Background: an optimization exercise with open tools, aiming at small area, a short achievable clock period and few clock cycles. Do not read the settings as production practice.
At most, simulation tests tie the RTL to the original design; equivalence was not proved.
The clock port is modelled as an ideal driver, which makes a skipped or thinned clock tree look cheaper than it is; a real chip needs a root buffer or a tree.
Power is estimated from default activity; no workload was simulated.

## run 1
Design fifo_conv_top, start of the top module:
module fifo_conv_top(
input clk,
input rst,
input data_valid,
input [7:0] data_i,
output wire idle,
output wire done,
output wire [15:0] data_o,
output wire conv_done
);
For scale: ~280 cells after synthesis, ~100 flip-flops, ~30 I/O pins, about 4200 um2 of cells after synthesis.
clock: 5.0 ns
lec_check: 0
cap_margin: 20
core_margin: 2
core_utilization: 40
setup_slack_margin: 3.5
slew_margin: 20
run.sh (not shown) runs the stock make flow with config.mk's settings and CLKGATE_MAP_FILE= SYNTH_SCRIPT=/design/flow/synth_recipe.tcl, a recipe that flattens the netlist after the stock synthesis.
Testbench counts of run 1, summed over its fixed seeds: cycles 1,616.
[inputs] run 2 vs run 1
- SETUP_SLACK_MARGIN no longer set, was 3.5
Notes after the runs:
Compared run 2 vs run 1, and power share of the clock group is down in run 2. NOTE design area run 1->run 2 decreased by more than 10%. Run 2: final worst-path setup slack 280 ps below run 1.
Input changes introduced in run 3 (baseline for comparison: run 2):
- an added SETUP_SLACK_MARGIN of 3.5
- an added ABC_CLOCK_PERIOD_IN_PS of 1500
Results
- The final cell count in run 3 sits 5.9% above the value recorded for run 2.
- Post-placement worst setup slack: run 2 and run 3 compared, lower one is run 2
- On run 3: final worst-path cycle share is 5.7 points lower than what run 2 gave.
- Density: run 3 denser than run 2
- Summary of run 3 over run 2: global-route usage over all layers increased by 1.5 points relative to the old numbers, met1 routing resource usage after global routing increased by 2.2 points relative to the old numbers, total detailed-routing wirelength increased by 1.2 mm relative to the old numbers.
- Taking run 2 as the reference, in run 3 wire length on met2 went up by about 30%, total power after layout increased by 0.00019 W relative to the old numbers.
- Synthesis-to-finish area growth in run 3 is 18 points above run 2.

---

Setup of run A:
Another version of the RTL of fifo_conv_top (not shown whole).
For scale: ~320 cells after synthesis, roughly 30 I/O pins, about 4300 um2 of cells after synthesis.
clock: 5.0 ns
lec_check: 0
cap_margin: 20
core_margin: 2
core_utilization: 75
place_density: 0.85
setup_slack_margin: 3.0
slew_margin: 20
standard.sh (not shown) runs the stock make flow with config.mk's settings and CLKGATE_MAP_FILE= SYNTH_SCRIPT=/design/flow/synth_recipe.tcl, a recipe that flattens the netlist after the stock synthesis.
==> flow/flow/run.sh <==
#!/bin/bash
# Own layout flow: the standard flow (standard.sh, standard synthesis
# included) with a few extra ORFS settings read from flow/knobs.txt, one
# VAR=value per line. Each tool's full output stays in the ORFS logs under
# orfs/logs; make's own output goes to make_finish.log here.
set -euo pipefail
W=$(pwd)
knobs=()
if [[ -f flow/knobs.txt ]]; then
  while IFS= read -r line; do
    [[ -z "$line" || "$line" == \#* ]] && continue
    knobs+=("${line//@FLOW@/$W/flow}")
  done < flow/knobs.txt
fi
bash standard.sh "${knobs[@]}" finish > make_finish.log 2>&1
==> flow/flow/knobs.txt <==
CTS_ARGS=-sink_clustering_enable -repair_clock_nets -buf_list sky130_fd_sc_hd__clkbuf_8 -sink_clustering_size 50 -sink_clustering_max_diameter 200 -dont_use_dummy_load
BUFFER_PORTS_ARGS=-buffer_cell sky130_fd_sc_hd__buf_1
The final layout from run A, which completed every stage, passed the timing, DRC and antenna checks at the end of the flow.
Testbench counts of run A, summed over its fixed seeds: cycles 1,624.
--- input diff run A..run B ---
Settings: a change of SETUP_SLACK_MARGIN from 3.0 to 2.9.
Notes after the runs:
- The final layout from run B, which completed every stage, passed the timing, DRC and antenna checks at the end of the flow.
- Going from run A to run B, wire length of the first global-routing pass shows a reduction of about 2.4%, worst setup slack for register-to-register paths shows a reduction of 0.08 ns, core utilization shows a reduction of 0.86 points.
- Of run A and run B, run B shows the higher ratio of final minimum period to clock period, with run A below it.
- Looking at clock power across both flows, run B is the weaker of the two, with run A ahead.
- Between run A and run B, the switching power as a share of total power is lower for run A.
- First-iteration DRC count went down by more than 10% going from run A to run B.
- NOTE net switching component of the power run A->run B increased slightly
- Power per standard cell area (lower): run A
- Cell area (higher): run A
- | power | run B vs run A | ≈ equal |
Changes in run C relative to run B:
Settings: swapping 2.9 for 3.1 in SETUP_SLACK_MARGIN; clearing PLACE_DENSITY, which used to be 0.85; swapping 75 for 40 in CORE_UTILIZATION.
==> flow/flow/knobs.txt <==
# none
==> comparison <==
- In the reports for run B and run C, the larger total routed wirelength belongs to run B.
- Per the comparison of run C with run B, fraction of the core area covered by cells at the end of the flow shows a reduction of 37 points; final critical-path setup slack now larger; area of the multi-input gates picked up an extra 2.3%.

---

fifo_conv_top again, from the RTL that the note above started with.
export LEC_CHECK = 0
export CAP_MARGIN = 20
export CORE_MARGIN = 2
export CORE_UTILIZATION = 40
export SETUP_SLACK_MARGIN = 3.1
export SLEW_MARGIN = 20
create_clock -name core_clock -period 5.0 [get_ports {clk}]
==> flow/flow/knobs.txt <==
CTS_ARGS=-sink_clustering_enable -repair_clock_nets -buf_list sky130_fd_sc_hd__clkbuf_8 -sink_clustering_size 50 -sink_clustering_max_diameter 200 -dont_use_dummy_load
BUFFER_PORTS_ARGS=-buffer_cell sky130_fd_sc_hd__buf_1
Scripts as last shown in full above: flow/flow/run.sh
The baseline produced a clean layout.
Testbench counts at the start, summed over its fixed seeds: cycles 1,624.
Edit:
==> flow/flow/knobs.txt (replaced) <==
CTS_ARGS=-repair_clock_nets -buf_list sky130_fd_sc_hd__clkbuf_16 -dont_use_dummy_load -sink_buffer_max_cap_derate 1.0
BUFFER_PORTS_ARGS=-buffer_cell sky130_fd_sc_hd__buf_1
Settings changed: CORE_UTILIZATION 40 to 75, PLACE_DENSITY from default to 0.85.
- maximum frequency goes down by 5.1%
- final cell count goes down by about 14%
- cell area went up by 0.79%
- setup slack loses 0.10 ns
- routed wire length climbs by 36%
- die area fell by about 45%
- power came out higher by about 12%
- critical path depth stays the same
- register-to-register slack is worse by 0.10 ns
- utilization came out higher by 42 points
- via count is higher by 14%

---

fifo_conv_top, a different RTL version from the one above (not shown whole).
Size: ~300 cells after synthesis, about 30 I/O pins, about 0.0042 mm2 of cells after synthesis.
Settings: LEC_CHECK=0, CAP_MARGIN=20, CORE_MARGIN=2, CORE_UTILIZATION=75, PLACE_DENSITY=0.85, SETUP_SLACK_MARGIN=3.05, SLEW_MARGIN=20; clock period 5.0 ns.
==> flow/flow/knobs.txt <==
PRE_CTS_TCL=@FLOW@/mcts.tcl
MCTS_CELL=sky130_fd_sc_hd__buf_12
BUFFER_PORTS_ARGS=-buffer_cell sky130_fd_sc_hd__buf_1
Scripts as last shown in full above: flow/flow/run.sh
Other scripts of this flow, unchanged in this note and not shown: flow/flow/mcts.tcl
The baseline finished with timing, DRC and antenna clean.
Testbench counts at the start, summed over its fixed seeds: cycles 1,624.
Next try:
--- a/flow/flow/knobs.txt
+++ b/flow/flow/knobs.txt
@@ -3,0 +4 @@
+RECOVER_POWER=50
Effect:
- cell area is about the same
- worst setup slack degrades by 0.13 ns
- core utilization drops by 0.11 points
- total power stays flat
- die area does not change
- via count drops by about 0.3%
- clock skew hardly moves
- routed wire length climbs by 0.49%
Next try:
--- a/flow/flow/knobs.txt
+++ b/flow/flow/knobs.txt
@@ -4 +4 @@
-RECOVER_POWER=50
+RECOVER_POWER=100
=> The new run finished with capacitance limit, slew limit left; die area does not change; worst setup slack is worse by 0.74 ns; sequential share of layout area came out higher by 0.81 points; synthesized cell count is unchanged; routed wire length came out lower by 0.46%; critical path depth came out higher by 2; hold slack barely changes; area after synthesis is unchanged; via count hardly moves; maximum frequency came out lower by 27%; power came out lower by 0.34%.
Next try:
--- a/flow/flow/knobs.txt
+++ b/flow/flow/knobs.txt
@@ -4 +3,0 @@
-RECOVER_POWER=100
CORE_UTILIZATION = 72   (was 75)
PLACE_DENSITY = 0.82   (was 0.85)
Now the flow completed without violations.
Cell area is higher by 1.8%.
Total power is higher by 0.59%.
Global-route usage is higher by 0.65 points.
Next try:
CORE_UTILIZATION = 75   (was 72)
PLACE_DENSITY = 0.85   (was 0.82)
SETUP_SLACK_MARGIN = 3.0   (was 3.05)
=> Global-route usage went down by 0.80 points. Clock power hardly moves. Via count went down by a few percent. Sequential share of layout area increases by 0.43 points. Final area falls slightly. Routed wire length is lower by a little under a tenth. Worst setup slack improved by 0.021 ns. Fmax climbs slightly. Total power came out lower slightly. Clock skew is about the same.
In every run of this note, the design's own scripts or RTL, not TritonCTS, make the clock network.

---

## P
fifo_conv_top with an RTL version that a note above also has.
Size: roughly 320 cells after synthesis, roughly 110 flip-flops, roughly 30 I/O pins, roughly 0.0043 mm2 of cells after synthesis.
Settings: LEC_CHECK=0, CAP_MARGIN=20, CORE_MARGIN=2, CORE_UTILIZATION=60, SETUP_SLACK_MARGIN=3.1, SLEW_MARGIN=20; clock period 5.0 ns.
==> flow/flow/knobs.txt <==
CTS_ARGS=-sink_clustering_enable -repair_clock_nets -buf_list sky130_fd_sc_hd__clkbuf_8 -sink_clustering_size 50 -sink_clustering_max_diameter 200 -dont_use_dummy_load
BUFFER_PORTS_ARGS=-buffer_cell sky130_fd_sc_hd__buf_1
Scripts as last shown in full above: flow/flow/run.sh
Testbench counts of P, summed over its fixed seeds: cycles 1,624.
Changes in Q relative to P:
Settings: CORE_UTILIZATION changed from 60 to 40.
==> flow/flow/knobs.txt <==
CTS_ARGS=-sink_clustering_enable -repair_clock_nets -buf_list sky130_fd_sc_hd__clkbuf_8 -sink_clustering_size 40 -sink_clustering_max_diameter 300 -sink_clustering_levels 1 -dont_use_dummy_load
==> comparison <==
Q: flow completed, timing, DRC and antenna clean. P has lower first-pass GRT wire length than Q. Per the comparison of Q with P, portion of total power attributed to combinational logic about even; per-cell routed wire length fell 0.88 um; number of setup violations in the final report about even; final period utilization about even; die area rose about 50%. P -> Q: area of all placed cells without fillers increased slightly. The count of plain and timing-repair buffers number comes out higher for P vs Q. Number of gates resized after cts | Q above P.
Changes in R relative to Q:
Settings: CORE_UTILIZATION: 40 -> 75; PLACE_DENSITY: unset -> 0.85.
==> flow/flow/knobs.txt <==
CTS_ARGS=-sink_clustering_enable -repair_clock_nets -buf_list sky130_fd_sc_hd__clkbuf_8 -sink_clustering_size 50 -sink_clustering_max_diameter 200 -dont_use_dummy_load -sink_buffer_max_cap_derate 1.0
BUFFER_PORTS_ARGS=-buffer_cell sky130_fd_sc_hd__buf_1
Notes after the runs:
Going from Q to R, sequential share of power rose 0.5 points; layout clock buffer count saw little to no change.
Sort R and Q by data arrival time at the worst-slack endpoint, ascending, and R comes first.
Compare R and Q | final weighted congestion of routability-driven global placement lower: Q
Inputs modified between R and S:
Settings: CORE_UTILIZATION now 85, was 75; PLACE_DENSITY now 0.9, was 0.85.
==> flow/flow/knobs.txt <==
CTS_ARGS=-sink_clustering_enable -repair_clock_nets -buf_list sky130_fd_sc_hd__clkbuf_8 -sink_clustering_size 50 -sink_clustering_max_diameter 200 -dont_use_dummy_load
BUFFER_PORTS_ARGS=-buffer_cell sky130_fd_sc_hd__buf_1
Compared with R, in S effective utilization at floorplan grew by 8.3 points; cell depth of the worst setup path fell 1; maximum clock frequency decreased by about 9% relative to the old numbers; total power now sits higher. Compared to R, S has utilization 10 points higher.
What T does differently from S at the input level:
Settings: swapping 0.9 for 0.85 in PLACE_DENSITY; swapping 85 for 75 in CORE_UTILIZATION.
==> flow/flow/knobs.txt <==
CTS_ARGS=-sink_clustering_enable -repair_clock_nets -buf_list sky130_fd_sc_hd__clkbuf_16 -sink_clustering_size 60 -sink_clustering_max_diameter 300 -dont_use_dummy_load -sink_buffer_max_cap_derate 1.0
BUFFER_PORTS_ARGS=-buffer_cell sky130_fd_sc_hd__buf_1
- Total power of T is higher than that of S.
- Cell area grows slightly when moving from S to T.
- Comparing T and S, the higher clock skew was measured on S.
- First-pass iteration count of the detailed router, T and S, higher one = S.
- Looking at detailed-route via count across T and S, the one that comes out higher is S.
- Against S, T comes in 5.3 points lower on global-route track usage on met3.

---

Another version of the RTL of fifo_conv_top (not shown whole).
Size: about 310 cells after synthesis, ~110 flip-flops, ~30 I/O pins.
==> flow/config.mk <==
export PLATFORM = sky130hd
export DESIGN_NAME = fifo_conv_top
export DESIGN_NICKNAME = fifo_conv_top
export VERILOG_FILES = /design/flow/design.v
export SDC_FILE = /design/flow/constraint.sdc
export NUM_CORES = 4
export LEC_CHECK = 0
export CAP_MARGIN = 20
export CORE_MARGIN = 2
export CORE_UTILIZATION = 70
export PLACE_DENSITY = 0.8
export SETUP_SLACK_MARGIN = 3.15
export SLEW_MARGIN = 20
==> flow/constraint.sdc <==
create_clock -name core_clock -period 5.0 [get_ports {clk}]
set_input_delay 1.0000 -clock core_clock [delete_from_list [all_inputs] [get_ports {clk}]]
set_output_delay 1.0000 -clock core_clock [all_outputs]
set_load 0.01 [all_outputs]
==> flow/flow/knobs.txt <==
CTS_ARGS=-sink_clustering_enable -repair_clock_nets -buf_list sky130_fd_sc_hd__clkbuf_8 -sink_clustering_size 50 -sink_clustering_max_diameter 200 -dont_use_dummy_load
BUFFER_PORTS_ARGS=-buffer_cell sky130_fd_sc_hd__buf_1
Scripts as last shown in full above: flow/flow/run.sh
Testbench counts at the start, summed over its fixed seeds: cycles 1,624.
Edit:
--- a/flow/config.mk
+++ b/flow/config.mk
@@ -10,3 +10,3 @@
-export CORE_UTILIZATION = 70
-export PLACE_DENSITY = 0.8
-export SETUP_SLACK_MARGIN = 3.15
+export CORE_UTILIZATION = 75
+export PLACE_DENSITY = 0.85
+export SETUP_SLACK_MARGIN = 3.1
After rerunning:
- clock-buffer cell count is unchanged
- setup slack gets worse by 10 ps
- design area fell by about 2%
- clock skew fell by 7.6 ps
- routed wire length rose by 1.4%
- synthesized area does not change
Edit:
==> flow/flow/knobs.txt (replaced) <==
CTS_ARGS=-sink_clustering_enable -root_buf sky130_fd_sc_hd__clkbuf_16 -tree_buf sky130_fd_sc_hd__clkbuf_4 -buf_list sky130_fd_sc_hd__clkbuf_4 -sink_clustering_size 50 -sink_clustering_max_diameter 200 -dont_use_dummy_load
BUFFER_PORTS_ARGS=-buffer_cell sky130_fd_sc_hd__buf_1
--- a/flow/config.mk
+++ b/flow/config.mk
@@ -12 +12 @@
-export SETUP_SLACK_MARGIN = 3.1
+export SETUP_SLACK_MARGIN = 3.05
The new run passed the timing, DRC and antenna checks.
Setup slack degrades by 67 ps.
Clock power climbs by 48%.
Fmax drops by 3.4%.
Wire length climbs by about 18%.
Count of clock-buffer cells in the layout is unchanged.
Via count climbs by 5.7%.

---

Setup of pepper:
Another version of the RTL of fifo_conv_top (not shown whole).
Size: ~30 I/O pins, about 4500 um2 of cells after synthesis.
Settings: LEC_CHECK=0, CAP_MARGIN=20, CORE_MARGIN=2, CORE_UTILIZATION=40, CTS_BUF_LIST=sky130_fd_sc_hd__clkbuf_2 sky130_fd_sc_hd__clkbuf_4, CTS_CLUSTER_SIZE=20, SETUP_SLACK_MARGIN=2.9, SLEW_MARGIN=20; clock period 5.0 ns.
run.sh (not shown) runs the stock make flow with config.mk's settings and CLKGATE_MAP_FILE= SYNTH_SCRIPT=/design/flow/synth_recipe.tcl, a recipe that flattens the netlist after the stock synthesis.
Stock flow here: none of the scripts above is used.
Per the final summary, pepper finished and its layout is clean on timing, DRC and antenna.
Here is what was changed in the inputs of harbor compared with pepper.
--- a/flow/config.mk
+++ b/flow/config.mk
@@ -11,3 +11 @@
-export CTS_BUF_LIST = sky130_fd_sc_hd__clkbuf_2 sky130_fd_sc_hd__clkbuf_4
-export CTS_CLUSTER_SIZE = 20
-export SETUP_SLACK_MARGIN = 2.9
+export SETUP_SLACK_MARGIN = 2.8
## What came out
- [harbor vs pepper] utilization after layout: higher in harbor
- Signed area change from the synthesized netlist to the final layout | harbor above pepper
- Re setup slack: pepper and harbor aren't equal, and the higher value belongs to pepper.
- Diff pepper..harbor | XOR/XNOR share of the synthesized area | unchanged
- Area of all sequential standard cells: lower on harbor
- Route | harbor vs pepper | wire longer in harbor
- harbor | status: complete | timing, DRC, antenna: pass
diff inputs: harbor => juniper
--- a/flow/config.mk
+++ b/flow/config.mk
@@ -11 +11,4 @@
-export SETUP_SLACK_MARGIN = 2.8
+export CTS_BUF_LIST = sky130_fd_sc_hd__clkbuf_8
+export CTS_CLUSTER_DIAMETER = 150
+export CTS_CLUSTER_SIZE = 40
+export SETUP_SLACK_MARGIN = 2.9
Notes after the runs:
Re critical path arrival: juniper is 0.02 ns up on harbor.
Cmp harbor and juniper / sequential cell fraction of total power / higher: juniper
Looking at final critical-path share of the clock period, juniper sits above harbor.
juniper falls short of harbor in maximum achievable frequency.
Fraction of area in non-clock buffers of juniper is on par with harbor.
### juniper -> violet
--- a/flow/config.mk
+++ b/flow/config.mk
@@ -11,4 +11 @@
-export CTS_BUF_LIST = sky130_fd_sc_hd__clkbuf_8
-export CTS_CLUSTER_DIAMETER = 150
-export CTS_CLUSTER_SIZE = 40
-export SETUP_SLACK_MARGIN = 2.9
+export SETUP_SLACK_MARGIN = 3.2
==> comparison <==
- Looking at juniper and violet, the placed standard-cell area is a wash.
- On worst hold slack, juniper and violet are neck and neck.
- The run showing the smaller largest net degree at the start of global routing is violet.
- In the reports for juniper and violet, the larger proportion of power drawn by the clock network belongs to violet.
Inputs modified between violet and raven:
--- a/flow/config.mk
+++ b/flow/config.mk
@@ -7,0 +8 @@
+export ABC_AREA = 1
@@ -11 +12 @@
-export SETUP_SLACK_MARGIN = 3.2
+export SETUP_SLACK_MARGIN = 3.0
[summary]
raven: PASS, flow complete, no timing, DRC or antenna violations. A endpoint of the most critical setup path of data_o[3] is what raven shows, while data_o[13] belongs to violet. Cmp raven vs violet: global-route usage lower in raven. Share of the clock period used by the worst path after layout delta (raven -> violet): insignificant. Source of the critical timing path = out_r[10]$_DFF_P_: violet; source of the critical timing path = out_r[3]$_DFF_P_: raven. Core util | raven vs violet | raven lower. Met1 usage, raven and violet: larger value in violet.
Modified inputs, tundra compared to raven
--- a/flow/config.mk
+++ b/flow/config.mk
@@ -8 +7,0 @@
-export ABC_AREA = 1
@@ -12 +11,2 @@
-export SETUP_SLACK_MARGIN = 3.0
+export CTS_BUF_LIST = sky130_fd_sc_hd__clkbuf_4 sky130_fd_sc_hd__clkbuf_8
+export SETUP_SLACK_MARGIN = 2.9
Results
No run among raven and tundra stopped early or left any final violation; all are clean.
Relative to raven, sequential fraction of total cell area increased by 4.6 points in tundra.
A critical-path cell with the highest stage delay of dfxtp_1 is what raven shows, while dfxtp_2 belongs to tundra.
tundra vs raven — total power dropped by more than 10%
Run comparison: tundra main combinational cell family by area after synthesis adder cells; raven main combinational cell family by area after synthesis simple AND/OR/NAND/NOR gates
Going from raven to tundra, setup slack at placement dropped 0.010 ns, total global routing track utilization went down, share of the synthesized area in compound gates (AO/OA/AOI/OAI) has increased, total instance count after detailed placement shrank by 104.
Going from raven to tundra, share of the core filled with cells down 1.6 points, final cell count down 106.
No functional check of the RTL was part of any run of this note.

static timing again, ports no longer ideal:
No port has a modelled driver above. Below, the same layouts with a new extraction and two added sets of constraints.
Step 1 sets driving cells, clkbuf_16 on the clock port and buf_2 on the other inputs (assumed; they add their load-dependent delay and slew).
Step 2 moves the port delays by t, midway between the first and last clock arrival at a register: inputs arrive t later, outputs are due t later. That takes back most of the time a late clock gives input paths.
Slacks: no drivers / after step 1 / after step 2; pairs: no drivers / after step 1.
run | shift t [ns] | setup slack, ns | hold WS [ns] | clock arrival spread, ns
run 1 | 0.382 | 2.201 / 2.201 / 2.201 | 0.414 / 0.414 / 0.414 | 0.010 / 0.010
run 2 | 0.381 | 1.918 / 1.918 / 1.918 | 0.416 / 0.416 / 0.416 | 0.018 / 0.017
run 3 | 0.382 | 2.201 / 2.201 / 2.201 | 0.414 / 0.414 / 0.414 | 0.010 / 0.010
run A | 0.381 | 3.052 / 3.051 / 3.052 | 0.354 / 0.354 / 0.354 | 0.021 / 0.021
run B | 0.383 | 2.973 / 2.973 / 2.973 | 0.346 / 0.346 / 0.346 | 0.022 / 0.023
run C | 0.381 | 3.099 / 3.099 / 3.049 | 0.363 / 0.363 / 0.363 | 0.012 / 0.012
the first run of note 3 | 0.387 | 3.107 / 3.107 / 3.107 | 0.357 / 0.357 / 0.357 | 0.018 / 0.017
the second run of note 3 | 0.364 | 3.005 / 3.005 / 3.005 | 0.352 / 0.352 / 0.352 | 0.012 / 0.013
the first run of note 4 | 0.214 | 3.125 / 3.125 / 3.125 | 0.428 / 0.428 / 0.428 | 0.007 / 0.007
the second run of note 4 | 0.214 | 2.992 / 2.992 / 2.992 | 0.428 / 0.428 / 0.428 | 0.005 / 0.004
the third run of note 4 | 0.214 | 2.251 / 2.251 / 2.251 | 0.428 / 0.428 / 0.428 | 0.004 / 0.004
the fourth run of note 4 | 0.211 | 3.083 / 3.083 / 3.083 | 0.426 / 0.426 / 0.426 | 0.005 / 0.005
the fifth run of note 4 | 0.214 | 3.104 / 3.104 / 3.104 | 0.428 / 0.428 / 0.428 | 0.004 / 0.004
P | 0.383 | 3.086 / 3.086 / 3.086 | 0.418 / 0.418 / 0.418 | 0.028 / 0.028
Q | 0.369 | 3.085 / 3.085 / 3.044 | 0.364 / 0.364 / 0.364 | 0.024 / 0.025
R | 0.380 | 3.134 / 3.128 / 3.134 | 0.352 / 0.352 / 0.352 | 0.025 / 0.025
S | 0.409 | 2.951 / 2.951 / 2.951 | 0.353 / 0.353 / 0.353 | 0.025 / 0.026
T | 0.364 | 3.005 / 3.005 / 3.005 | 0.352 / 0.352 / 0.352 | 0.012 / 0.013
the first run of note 6 | 0.374 | 3.135 / 3.105 / 3.135 | 0.375 / 0.375 / 0.375 | 0.017 / 0.016
the second run of note 6 | 0.380 | 3.125 / 3.093 / 3.166 | 0.355 / 0.355 / 0.355 | 0.009 / 0.009
the third run of note 6 | 0.381 | 3.058 / 3.046 / 3.058 | 0.350 / 0.350 / 0.350 | 0.008 / 0.008
pepper | 0.510 | 2.984 / 2.954 / 3.010 | 0.376 / 0.376 / 0.376 | 0.026 / 0.026
harbor | 0.428 | 2.955 / 2.920 / 2.967 | 0.363 / 0.363 / 0.363 | 0.009 / 0.008
juniper | 0.434 | 2.941 / 2.910 / 3.015 | 0.368 / 0.368 / 0.368 | 0.013 / 0.013
violet | 0.442 | 3.036 / 2.999 / 3.085 | 0.368 / 0.368 / 0.368 | 0.015 / 0.015
raven | 0.435 | 3.037 / 3.001 / 2.982 | 0.339 / 0.339 / 0.339 | 0.008 / 0.007
tundra | 0.434 | 2.942 / 2.911 / 3.015 | 0.368 / 0.368 / 0.368 | 0.014 / 0.014
For raven, which loses most, drivers alone change the setup slack by -0.036 ns; drivers and shift together by -0.055 ns.
